From an optimization exercise on the open Yosys and OpenROAD flow, aimed at small area; shortcuts taken in it are not production practice. Function was checked by simulation only, so behaviour that the tests miss may differ from the original.

==> run H <==
// cpu
module cpu #(
    parameter int CLK_FREQ = 12_000_000,
    parameter int BAUD = 115_200
) (
    input logic clk,
    input logic reset,  
    input  logic so,
    output logic si,
    output logic sclk,
    output logic sram_ce,
    input  logic sda_i,
    output logic sda_o,
    output logic sda_oe,
    output logic scl,
    input  logic rx,
    output logic tx,
    input  logic [3:0] gpio_in,   
    output logic [3:0] gpio_out,
    output logic cos_ds,
    output logic cos_ds_n,
    output logic sin_ds,
    output logic sin_ds_n,
    output logic lo_i,
    output logic lo_q,
    output logic lo_ix,
    output logic lo_qx
);
make LEC_CHECK=0 ABC_AREA=1 CAP_MARGIN=20 CORE_MARGIN=2 CORE_UTILIZATION=40 CTS_CLUSTER_DIAMETER=100 CTS_CLUSTER_SIZE=20 SLEW_MARGIN=20 finish   # period 12.0 ns
run.sh (not shown) runs the stock make flow with config.mk's settings and CLKGATE_MAP_FILE= SYNTH_SCRIPT=/design/flow/synth_recipe.tcl, a recipe that flattens the netlist after the stock synthesis.
==> run C: changes against run H <==
--- a/flow/design.v
+++ b/flow/design.v
@@ -212,15 +212,18 @@
     input  logic sda_i,
     output logic sda_o,
     output logic sda_oe,
     output logic scl,
     input  logic [ 3:0] mask,
     input  logic [ 6:0] device_addr,
     input  logic [31:0] data_in,
-    output logic [31:0] data_out,
+    output logic        rx_we,       
+    output logic [ 4:0] rx_pos,      
+    output logic        rx_clr,      
+    output logic        rx_bit,
     input logic write,
     output logic busy,
     output logic valid,
     output logic [4:0] acks
 );
   typedef enum logic [3:0] {
     RESET,
@@ -269,25 +272,23 @@
   always_ff @(posedge clk) begin
     if (scl_trigger) begin
       scl_reg <= ~scl_reg;
     end
     if (command_trigger) begin
       case (state)
         RESET: state <= START;
-        RECV_FRAME: data_out[frame_index*8+index] <= sda_i_sync1;
         STOP: state <= END;
         END: state <= END;
       endcase
     end
     if (data_trigger) begin
       case (state)
         START: begin
           state <= SEND_ADDR;
           index <= 6;
-          data_out <= 32'b0;
         end
         SEND_ADDR: begin
           if (index == 0) begin
             state <= SEND_CMD;
             index <= 7;
             if (mask[3] == 1) frame_index <= 3;
             else if (mask[2] == 1) frame_index <= 2;
@@ -329,14 +330,18 @@
       endcase
     end
     if (reset == 0 || req == 1) begin
       state   <= RESET;
       scl_reg <= 1;
     end
   end
+  assign rx_we  = command_trigger && (state == RECV_FRAME);
+  assign rx_pos = {frame_index, index};
+  assign rx_clr = data_trigger && (state == START);
+  assign rx_bit = sda_i_sync1;
   logic cmd_ack;
   logic [3:0] frame_acks;
   always_ff @(posedge clk) begin
     if (command_trigger) begin
       case (state)
         START: begin
           frame_acks <= 4'b1111;
@@ -425,15 +430,16 @@
     input  logic so,
     output logic si,
     output logic sclk,   
     output logic ce,     
     input  logic [22:0] addr,        
     input  logic [31:0] data_in,     
     input  logic [ 1:0] byte_mask,   
-    output logic [31:0] data_out,    
+    output logic        rx_we,       
+    output logic [ 4:0] rx_index,    
     input  logic write,
     output logic busy,
     output logic valid
 );
   typedef enum logic [2:0] {
     RESET,
     SEND_COMMAND,
@@ -499,15 +505,14 @@
         RESET: begin
           write_reg <= write;
           state <= SEND_COMMAND;
           index <= 7;
           ce <= 1'b1;
         end
         SEND_COMMAND: si <= (index[2:1] == 2'b00) && (index[0] || ~write_reg);
-        RECV_DATA: data_out <= {data_out[30:0], so};
         SEND_ADDR: si <= (index == 5'd23) ? 1'b0 : addr[index];
         SEND_DATA: si <= data_sw[index];
         VALID: ce <= 1'b0;
         default: ;
       endcase
     end
     if (req == 1) begin   
@@ -516,14 +521,16 @@
       si <= 1'b0;
     end
     if (reset == 0) begin
       state <= RESET;
       ce <= 1'b0;
     end
   end
+  assign rx_we    = negedge_trigger && !posedge_trigger && (state == RECV_DATA);
+  assign rx_index = index;
   always_comb begin
     busy  = (state != RESET) && (state != VALID);
     valid = (state == VALID);
     case (byte_mask)
       2'b00: end_index = 24;
       2'b01: end_index = 16;
       default: end_index = 0;
@@ -545,44 +552,44 @@
 	reg  [29:0] diff_r;				 
 	reg  [37:0] data_interp_r;
 	reg  [41:0] accu2_r;
 	reg  [41:0] accu3_r;
 	assign o_ds = i_mode ? ~accu3_r[41] : ~accu2_r[39];
 	wire [29:0] pre_nxt_w = !i_ena_mod ? 30'b0 : (i_load_pre ? i_data : data_pre_r);
 	wire [29:0] diff_nxt_w;
-	csi_add #(.W(30), .U(9)) u_diff (.a(i_data_nxt), .b(~pre_nxt_w), .ci(1'b1), .s(diff_nxt_w), .co(), .c_msb());
+	csi_add #(.W(30), .U(11)) u_diff (.a(i_data_nxt), .b(~pre_nxt_w), .ci(1'b1), .s(diff_nxt_w), .co(), .c_msb());
 	reg  [37:0] data_step_w;
 	always @(*) begin
 		case (i_osr)
 			2'd0:    data_step_w = {{5{diff_r[29]}}, diff_r, 3'b0};
 			2'd1:    data_step_w = {{6{diff_r[29]}}, diff_r, 2'b0};
 			2'd2:    data_step_w = {{7{diff_r[29]}}, diff_r, 1'b0};
 			default: data_step_w = {{8{diff_r[29]}}, diff_r};
 		endcase
 	end
 	wire [37:0] interp_nxt_w;
-	csi_add #(.W(38), .U(14)) u_interp (.a(data_interp_r), .b(data_step_w), .ci(1'b0), .s(interp_nxt_w), .co(), .c_msb());
+	csi_add #(.W(38), .U(16)) u_interp (.a(data_interp_r), .b(data_step_w), .ci(1'b0), .s(interp_nxt_w), .co(), .c_msb());
 	wire [41:0] in_ext_w = {{4{data_interp_r[37]}}, data_interp_r};
 	wire [4:0] a2_hi_w;
 	rc_add #(.W(5)) u_acc2_fb (.a(accu2_r[41:37]), .b({{4{o_ds}}, 1'b1}), .ci(1'b0), .s(a2_hi_w), .co(), .c_msb());
 	wire [41:0] accu2_nxt_w;
-	csi_add #(.W(42), .U(17)) u_acc2 (.a({a2_hi_w, accu2_r[36:0]}), .b(in_ext_w), .ci(1'b0), .s(accu2_nxt_w), .co(), .c_msb());
+	csi_add #(.W(42), .U(19)) u_acc2 (.a({a2_hi_w, accu2_r[36:0]}), .b(in_ext_w), .ci(1'b0), .s(accu2_nxt_w), .co(), .c_msb());
 	wire [3:0] a3_hi_w;
 	rc_add #(.W(4)) u_acc3_fb (.a(accu3_r[41:38]), .b({{3{o_ds}}, 1'b1}), .ci(1'b0), .s(a3_hi_w), .co(), .c_msb());
 	wire [41:0] a3_w = {a3_hi_w, accu3_r[37:0]};
 	wire [41:0] cs_s_w, cs_c_w;
 	genvar i;
 	generate
 		for (i = 0; i < 42; i = i + 1) begin : g_csa
 			assign cs_s_w[i] = a3_w[i] ^ accu2_r[i] ^ in_ext_w[i];
 			assign cs_c_w[i] = (a3_w[i] & accu2_r[i]) | (in_ext_w[i] & (a3_w[i] ^ accu2_r[i]));
 		end
 	endgenerate
 	wire [41:0] accu3_nxt_w;
-	csi_add #(.W(42), .U(17)) u_acc3 (.a(cs_s_w), .b({cs_c_w[40:0], 1'b0}), .ci(1'b0), .s(accu3_nxt_w), .co(), .c_msb());
+	csi_add #(.W(42), .U(18)) u_acc3 (.a(cs_s_w), .b({cs_c_w[40:0], 1'b0}), .ci(1'b0), .s(accu3_nxt_w), .co(), .c_msb());
 	always @(posedge i_clk) begin
 		data_pre_r <= pre_nxt_w;
 		diff_r <= diff_nxt_w;
 		if (!i_ena_mod) begin
 			accu2_r <= 42'b0;
 			accu3_r <= 42'b0;
 			data_interp_r <= 38'b0;
@@ -969,15 +976,15 @@
     DSMOD_ONLY,    
     DSMOD_CORDIC   
   } transmit_state_t;
   transmit_state_t transmit_state;
   logic [7:0] transmit_counter, transmit_counter_dec;
   rc_dec #(.W(8)) u_tc_dec (.a(transmit_counter), .s(transmit_counter_dec));
   logic [29:0] theta_nxt;
-  csi_add #(.W(30), .U(5)) u_theta (.a(theta), .b(f_c), .ci(1'b0), .s(theta_nxt), .co(), .c_msb());
+  csi_add #(.W(30), .U(7)) u_theta (.a(theta), .b(f_c), .ci(1'b0), .s(theta_nxt), .co(), .c_msb());
   assign cosine_nxt = cordic_strb_o ? X_o : cosine;
   assign sine_nxt   = cordic_strb_o ? Y_o : sine;
   always_ff @(posedge clk) begin
     transmission_reset_n <= 1;
     cosine <= cosine_nxt;
     sine   <= sine_nxt;
     if (cordic_strb_o) theta <= theta_nxt;
@@ -1156,15 +1163,16 @@
   logic    [63:0] mtime;
   logic    [63:0] mtimecmp;
   logic master_busy;
   logic sram_busy, sram_valid;
   logic i2c_req, i2c_busy, i2c_valid;
   logic [6:0] i2c_addr;
   logic [3:0] i2c_mask;
-  logic [31:0] sram_dataout, i2c_dataout;
+  logic       sram_rx_we, i2c_rx_we, i2c_rx_clr, i2c_rx_bit;
+  logic [4:0] sram_rx_index, i2c_rx_pos;
   logic [2:0] gpio_in_sync;
   logic sclk_flag;
   logic is_sram, is_periph, is_gpio_out, is_gpio_in, is_uart_tx, is_i2c_dev, is_i2c_data, is_ctrl;
   assign is_sram     = (addr[31:23] == 9'd0);
   assign is_periph   = (addr[31:6] == 26'h0020000);   
   assign is_gpio_out = is_periph && addr[5:0] == 6'h00;
   assign is_gpio_in  = is_periph && addr[5:0] == 6'h01;
@@ -1185,15 +1193,16 @@
       .si(si),
       .so(so),
       .sclk(sclk),
       .ce(sram_ce),
       .addr(addr[22:0]),
       .byte_mask(funct3[1:0]),
       .data_in(datain),
-      .data_out(sram_dataout),
+      .rx_we(sram_rx_we),
+      .rx_index(sram_rx_index),
       .write(memwrite),
       .busy(sram_busy),
       .valid(sram_valid)
   );
   logic [4:0] i2c_acks;
   localparam TARGET = 100_000;   
   localparam SCL_RATIO_DEFAULT = (CLK_FREQ / TARGET) / 2;
@@ -1206,15 +1215,18 @@
       .sda_i(sda_i),
       .sda_o(sda_o),
       .sda_oe(sda_oe),
       .scl(scl),
       .device_addr(i2c_addr),
       .mask(i2c_mask),
       .data_in(datain),
-      .data_out(i2c_dataout),
+      .rx_we(i2c_rx_we),
+      .rx_pos(i2c_rx_pos),
+      .rx_clr(i2c_rx_clr),
+      .rx_bit(i2c_rx_bit),
       .write(memwrite),
       .busy(i2c_busy),
       .valid(i2c_valid),
       .acks(i2c_acks)
   );
   localparam BIT_P = 1_000_000_000 * 1 / BAUD;   
   localparam CLK_P = 1_000_000_000 * 1 / CLK_FREQ;   
@@ -1323,26 +1335,28 @@
             state <= CONTROL_REG;
           end else if (is_i2c_data) begin
             state <= memwrite ? WRITING : READING;
           end else state <= FAULT;
         end
         READING: begin
           if (master_busy) sclk_flag <= 1;
+          if (tgt_sram && sram_rx_we) dataout[{~sram_rx_index[4:3], sram_rx_index[2:0]}] <= so;
+          if (tgt_i2c && i2c_rx_clr) dataout <= 32'b0;
+          if (tgt_i2c && i2c_rx_we) dataout[i2c_rx_pos] <= i2c_rx_bit;
           if (sclk_flag && ~master_busy) begin
             state <= VALID;
             if (tgt_sram) begin
               case (funct3)
-                FUNCT3_MEM_B: dataout <= {24'b0, sram_dataout[7:0]};
-                FUNCT3_LBU:   dataout <= {{24{sram_dataout[7]}}, sram_dataout[7:0]};
-                FUNCT3_MEM_H: dataout <= {16'b0, sram_dataout[7:0], sram_dataout[15:8]};
-                FUNCT3_LHU:   dataout <= {{16{sram_dataout[7]}}, sram_dataout[7:0], sram_dataout[15:8]};
-                default:
-                dataout <= {sram_dataout[7:0], sram_dataout[15:8], sram_dataout[23:16], sram_dataout[31:24]};
+                FUNCT3_MEM_B: dataout[31:8] <= 24'b0;
+                FUNCT3_LBU:   dataout[31:8] <= {24{dataout[7]}};
+                FUNCT3_MEM_H: dataout[31:16] <= 16'b0;
+                FUNCT3_LHU:   dataout[31:16] <= {16{dataout[15]}};
+                default: ;
               endcase
-            end else dataout <= i2c_dataout;
+            end
           end
         end
         WRITING: begin
           if (master_busy) begin
             sclk_flag <= 1;
             if (tgt_uart) uart_tx_en <= 0;
           end
==> notes <==
Between run H and run C, the lower critical path depth is in run H (gap 6). Via count: run C is larger than run H (0.60%). In run C the global-route usage is higher than in run H, by 0.47 points. Clock skew: run C is lower than run H (0.0061 ns). Between run C and run H, the lower maximum frequency is in run H (gap about 0.6%, measured against run H). Cell count: run H is lower than run C (about 1.3%). Against run C, the register-to-register slack of run H is worse by 0.07 ns. Of run H and run C, run H has the higher first-iteration DRC count (gap 4.9%, measured against run C). Against run H, the non-clock buffer count of run C is higher by 11. Of run C and run H, run H has the higher utilization (gap 0.094 points). Against run H, the flip-flop and latch count of run C is lower by 64.
